This is an optimization exercise on Yosys and OpenROAD, whose aim is small area, a short achievable clock period and few clock cycles, not a production implementation. Where RTL was checked, it was by simulation tests only, not by an equivalence proof against the original. Power figures rest on the tool's default switching activity, not on a simulated workload.

// freqcalccore_v1_0_S00_AXI
module freqcalccore_v1_0_S00_AXI #
	(
		parameter integer FHT_B = 7,
		parameter integer FHT_N = 2 ** FHT_B,
		parameter IDLE = 3'b000,
		parameter PRELOAD = 3'b001,
		parameter PREMULT_1 = 3'b010,
		parameter PREMULT_2 = 3'b011,
		parameter ACCUMULATION = 3'b100,
		parameter SQUARING = 3'b101,
		parameter CONVERSION = 3'b110,
		parameter FIND_MAX = 3'b111,
		parameter integer PDM_DIV = 2,
		parameter integer SAMPLE_DIV = 256,
		parameter integer C_S_AXI_DATA_WIDTH	= 32,
		parameter integer C_S_AXI_ADDR_WIDTH	= 4
	)
	(
		input wire pdm_data,
		output wire pdm_clk,
		output wire pdm_lrsel,
		output wire led0,
		output wire led1,
		input wire  S_AXI_ACLK,
		input wire  S_AXI_ARESETN,
		input wire [C_S_AXI_ADDR_WIDTH-1 : 0] S_AXI_AWADDR,
		input wire [2 : 0] S_AXI_AWPROT,
		input wire  S_AXI_AWVALID,
		output wire  S_AXI_AWREADY,
		input wire [C_S_AXI_DATA_WIDTH-1 : 0] S_AXI_WDATA,
		input wire [(C_S_AXI_DATA_WIDTH/8)-1 : 0] S_AXI_WSTRB,
		input wire  S_AXI_WVALID,
		output wire  S_AXI_WREADY,
		output wire [1 : 0] S_AXI_BRESP,
		output wire  S_AXI_BVALID,
		input wire  S_AXI_BREADY,
		input wire [C_S_AXI_ADDR_WIDTH-1 : 0] S_AXI_ARADDR,
		input wire [2 : 0] S_AXI_ARPROT,
		input wire  S_AXI_ARVALID,
		output wire  S_AXI_ARREADY,
		output wire [C_S_AXI_DATA_WIDTH-1 : 0] S_AXI_RDATA,
		output wire [1 : 0] S_AXI_RRESP,
		output wire  S_AXI_RVALID,
		input wire  S_AXI_RREADY
	);
    localparam [767:0] CLS_TBL = 768'hb6db6cb2cb2caebaebaaaaaaa68a279a59659248e28a181f79e79e79d75d75c71c6da69a6596186175d65955144d245040f3cf3cf38e38e34d34c30c2cb28a2492081c61440c2040000000000000000000000000000000000000000000000000;
    localparam [575:0] THR_TBL = 576'hffffffffffffffffffffffe9fff7fffdcfff63ffd4fff42dfcfaff3a7fcd8ff31ffcb7bf29dfc96ed21ab0766b198a855e81169835650949024e30528814a1051841460051801460;
    function [16:0] sq9;
        input [8:0] a;
        begin
            sq9 = 17'({(a[0] & a[8]), (a[0] & a[7]), (a[0] & a[6]), (a[0] & a[5]), (a[0] & a[4]), (a[0] & a[3]), (a[0] & a[2]), (a[0] & a[1]), 1'b0, a[0]})
                + 17'({(a[1] & a[8]), (a[1] & a[7]), (a[1] & a[6]), (a[1] & a[5]), (a[1] & a[4]), (a[1] & a[3]), (a[1] & a[2]), 1'b0, a[1], 1'b0, 1'b0})
  ...
Size: roughly 6,100 cells after synthesis, roughly 100 I/O pins, about 64,000 um2 of cells after synthesis.
Settings: LEC_CHECK=0, CAP_MARGIN=20, CORE_MARGIN=2, CORE_UTILIZATION=40, CTS_BUF_LIST=sky130_fd_sc_hd__clkbuf_4, PLACE_DENSITY=0.6, SLEW_MARGIN=20; clock period 12.0 ns.
standard.sh (not shown) runs the stock make flow with config.mk's settings and CLKGATE_MAP_FILE= SYNTH_SCRIPT=/design/flow/synth_recipe.tcl, a recipe that flattens the netlist after the stock synthesis.
==> flow/flow/run.sh <==
#!/bin/bash
# Own layout flow: the standard flow (standard.sh, unchanged synthesis), with repair_timing
# aiming at a tighter setup margin so that the layout's reg-to-reg and port paths come out
# shorter.  The clock period and the constraints are the design's (constraint.sdc).
set -euo pipefail
MARGIN=$(cat flow/margin.txt 2>/dev/null || echo 6)
bash standard.sh SETUP_SLACK_MARGIN=$MARGIN TNS_END_PERCENT=100 finish > standard_make.log 2>&1
==> flow/flow/margin.txt <==
6.8
The baseline finished with timing, DRC and antenna clean.
Change:
- CTS_BUF_LIST: sky130_fd_sc_hd__clkbuf_4 -> sky130_fd_sc_hd__clkbuf_4 sky130_fd_sc_hd__clkbuf_8
The new run went through all stages and came out clean.
Power is higher by a few percent.
Sequential share of layout area is lower by 0.25 points.
Non-clock buffer count is lower by 5.
Wire length is lower slightly.
Hold slack gains 0.035 ns.
Final area is higher slightly.
Clock-buffer cell count is lower by 201.
Function was not checked in any run of this note: the RTL went through the layout flow alone.

* * *

Another version of the RTL of freqcalccore_v1_0_S00_AXI (not shown whole).
Size: ~6200 cells after synthesis, about 100 I/O pins, about 60000 um^2 of cells after synthesis.
clock: 12.0 ns
lec_check: 0
abc_area: 1
cap_margin: 20
core_margin: 2
core_utilization: 50
cts_buf_list: sky130_fd_sc_hd__clkbuf_8
place_density: 0.75
slew_margin: 20
==> flow/flow/run.sh <==
#!/bin/bash
# Own layout flow: the standard flow (standard.sh, unchanged synthesis), with repair_timing
# aiming at a tighter setup margin so that the layout's reg-to-reg and port paths come out
# shorter; clock tree synthesis with larger sink clusters and without dummy balancing loads;
# and the port buffers (every port still gets one) made of buf_2 cells.  The clock period and
# the constraints are the design's (constraint.sdc).
set -euo pipefail
MARGIN=$(cat flow/margin.txt 2>/dev/null || echo 6)
CTS="-sink_clustering_enable -repair_clock_nets -dont_use_dummy_load -sink_clustering_size 30 -sink_clustering_max_diameter 80 -sink_clustering_buffer sky130_fd_sc_hd__clkbuf_16 -buf_list sky130_fd_sc_hd__clkbuf_8"
bash standard.sh SETUP_SLACK_MARGIN=$MARGIN TNS_END_PERCENT=100 "CTS_ARGS=$CTS" "BUFFER_PORTS_ARGS=-buffer_cell sky130_fd_sc_hd__buf_2" finish > standard_make.log 2>&1
==> flow/flow/margin.txt <==
6.95
Testbench counts at the start, summed over its fixed seeds: cycles 180.
Change:
==> flow/flow/run.sh (replaced) <==
#!/bin/bash
# Own layout flow: the standard flow (standard.sh, unchanged synthesis), with repair_timing
# aiming at a tighter setup margin so that the layout's reg-to-reg and port paths come out
# shorter; clock tree synthesis with larger sink clusters and without dummy balancing loads;
# and the port buffers (every port still gets one) made of buf_4 cells.  The clock period and
# the constraints are the design's (constraint.sdc).
set -euo pipefail
MARGIN=$(cat flow/margin.txt 2>/dev/null || echo 6)
CTS="-sink_clustering_enable -repair_clock_nets -dont_use_dummy_load -sink_clustering_size 18 -sink_clustering_max_diameter 60 -buf_list sky130_fd_sc_hd__clkbuf_8"
bash standard.sh SETUP_SLACK_MARGIN=$MARGIN TNS_END_PERCENT=100 "CTS_ARGS=$CTS" "BUFFER_PORTS_ARGS=-buffer_cell sky130_fd_sc_hd__buf_4" finish > standard_make.log 2>&1
==> flow/flow/margin.txt (replaced) <==
7.05
What happened: Setup slack gets better by 30 ps. Routed wire length went up by 2.4%. Die area stays the same. Clock skew hardly moves. Power went up by 0.43%. Worst hold slack gets worse by 11 ps. Area after synthesis does not change. First-iteration DRC count went up by 11%. Global-route usage went up by 0.53 points. Non-clock buffer count went up by 10. Fmax went up by 0.60%.
Change:
==> flow/flow/run.sh (replaced) <==
#!/bin/bash
# Own layout flow: the standard flow (standard.sh, unchanged synthesis), with repair_timing
# aiming at a tighter setup margin so that the layout's reg-to-reg and port paths come out
# shorter; clock tree synthesis with larger sink clusters and without dummy balancing loads;
# and the port buffers (every port still gets one) made of buf_2 cells.  The clock period and
# the constraints are the design's (constraint.sdc).
set -euo pipefail
MARGIN=$(cat flow/margin.txt 2>/dev/null || echo 6)
CTS="-sink_clustering_enable -repair_clock_nets -dont_use_dummy_load -sink_clustering_size 18 -sink_clustering_max_diameter 60 -buf_list sky130_fd_sc_hd__clkbuf_8"
bash standard.sh SETUP_SLACK_MARGIN=$MARGIN TNS_END_PERCENT=100 "CTS_ARGS=$CTS" "BUFFER_PORTS_ARGS=-buffer_cell sky130_fd_sc_hd__buf_2" finish > standard_make.log 2>&1
==> flow/flow/margin.txt (replaced) <==
6.8
Cell count goes down by 0.59%.
Clock power goes down by about 5%.
Maximum frequency fell by 2.6%.
Count of clock-buffer cells in the layout went down by 9.

* * *

Setup of the reference run:
freqcalccore_v1_0_S00_AXI, a different RTL version from the one above (not shown whole).
Size in the first run: roughly 100 I/O pins.
==> flow/config.mk <==
export PLATFORM = sky130hd
export DESIGN_NAME = freqcalccore_v1_0_S00_AXI
export DESIGN_NICKNAME = freqcalccore_v1_0_S00_AXI
export VERILOG_FILES = /design/flow/design.v
export SDC_FILE = /design/flow/constraint.sdc
export NUM_CORES = 8
export LEC_CHECK = 0
export ABC_AREA = 1
export CAP_MARGIN = 20
export CORE_MARGIN = 2
export CORE_UTILIZATION = 55
export CTS_BUF_LIST = sky130_fd_sc_hd__clkbuf_8
export PLACE_DENSITY = 0.8
export SLEW_MARGIN = 20
==> flow/constraint.sdc <==
create_clock -name core_clock -period 12.0 [get_ports {S_AXI_ACLK}]
set_input_delay 2.4000 -clock core_clock [delete_from_list [all_inputs] [get_ports {S_AXI_ACLK}]]
set_output_delay 2.4000 -clock core_clock [all_outputs]
set_load 0.01 [all_outputs]
==> flow/flow/run.sh <==
#!/bin/bash
# Own layout flow: the standard flow (standard.sh, unchanged synthesis), with repair_timing
# aiming at a tighter setup margin so that the layout's reg-to-reg and port paths come out
# shorter; clock tree synthesis with larger sink clusters and without dummy balancing loads;
# and the port buffers (every port still gets one) made of buf_2 cells.  The clock period and
# the constraints are the design's (constraint.sdc).
set -euo pipefail
MARGIN=$(cat flow/margin.txt 2>/dev/null || echo 6)
CTS="-sink_clustering_enable -repair_clock_nets -dont_use_dummy_load -sink_clustering_size 18 -sink_clustering_max_diameter 60 -buf_list sky130_fd_sc_hd__clkbuf_8"
bash standard.sh SETUP_SLACK_MARGIN=$MARGIN TNS_END_PERCENT=100 "CTS_ARGS=$CTS" "BUFFER_PORTS_ARGS=-buffer_cell sky130_fd_sc_hd__buf_2" finish > standard_make.log 2>&1
==> flow/flow/margin.txt <==
6.95
Testbench counts of the reference run, summed over its fixed seeds: cycles 180.
## Diff of input files: the trial run against the reference run
- swapping 0.8 for 0.75 in PLACE_DENSITY
- swapping 55 for 50 in CORE_UTILIZATION
- putting GPL_TIMING_DRIVEN at 0 where nothing was set
Findings:
The area enclosed by the die boundary of the trial run is higher than that of the reference run.
Diff the trial run..the reference run | sequential cell area in the final layout | negligible
Measured against the reference run, the total CTS buffers of the trial run comes out at 1.05 times the reference value.
Higher leakage power was reported by the trial run, not the reference run.
Compared with the reference run, the trial run is the more power-hungry design.
Number of max-cap violations came out exactly the same in the reference run and the trial run.
Looking at count of clock-net buffers in the final layout across the reference run and the trial run, the one that comes out lower is the reference run.

==> separate check: timing with driven ports <==
How much do the figures lean on ideal ports? The routed layouts below were timed once more, with nothing changed but the port constraints.
Step 1 (the two cells are an assumption about what drives the block):
set clk [get_ports {S_AXI_ACLK}]
set_driving_cell -lib_cell sky130_fd_sc_hd__clkbuf_16 $clk
set_driving_cell -lib_cell sky130_fd_sc_hd__buf_2 [delete_from_list [all_inputs] $clk]
Step 2, shift: input delay + t, output delay - t, t = (earliest + latest rising clock arrival at the registers) / 2. This alone moves slack from input paths to output paths.
Slacks: no drivers / after step 1 / after step 2; pairs: no drivers / after step 1.
run	t (ns)	setup WS [ns]	worst setup path after step 2
the first run of note 1	1.315	6.897 / 6.866 / 6.866	input to output
the second run of note 1	1.010	6.897 / 6.867 / 6.867	input to output
the first run of note 2	0.909	6.960 / 6.929 / 6.929	input to output
the second run of note 2	0.851	6.990 / 6.937 / 6.937	input to output
the third run of note 2	0.820	6.854 / 6.829 / 6.829	input to output
the reference run	0.832	6.956 / 6.919 / 6.919	input to output
the trial run	0.807	6.889 / 6.838 / 6.838	input to output
After both steps every run listed still meets setup and hold. For the second run of note 2, which loses most, drivers alone change the setup slack by -0.053 ns; drivers and shift together by -0.053 ns.
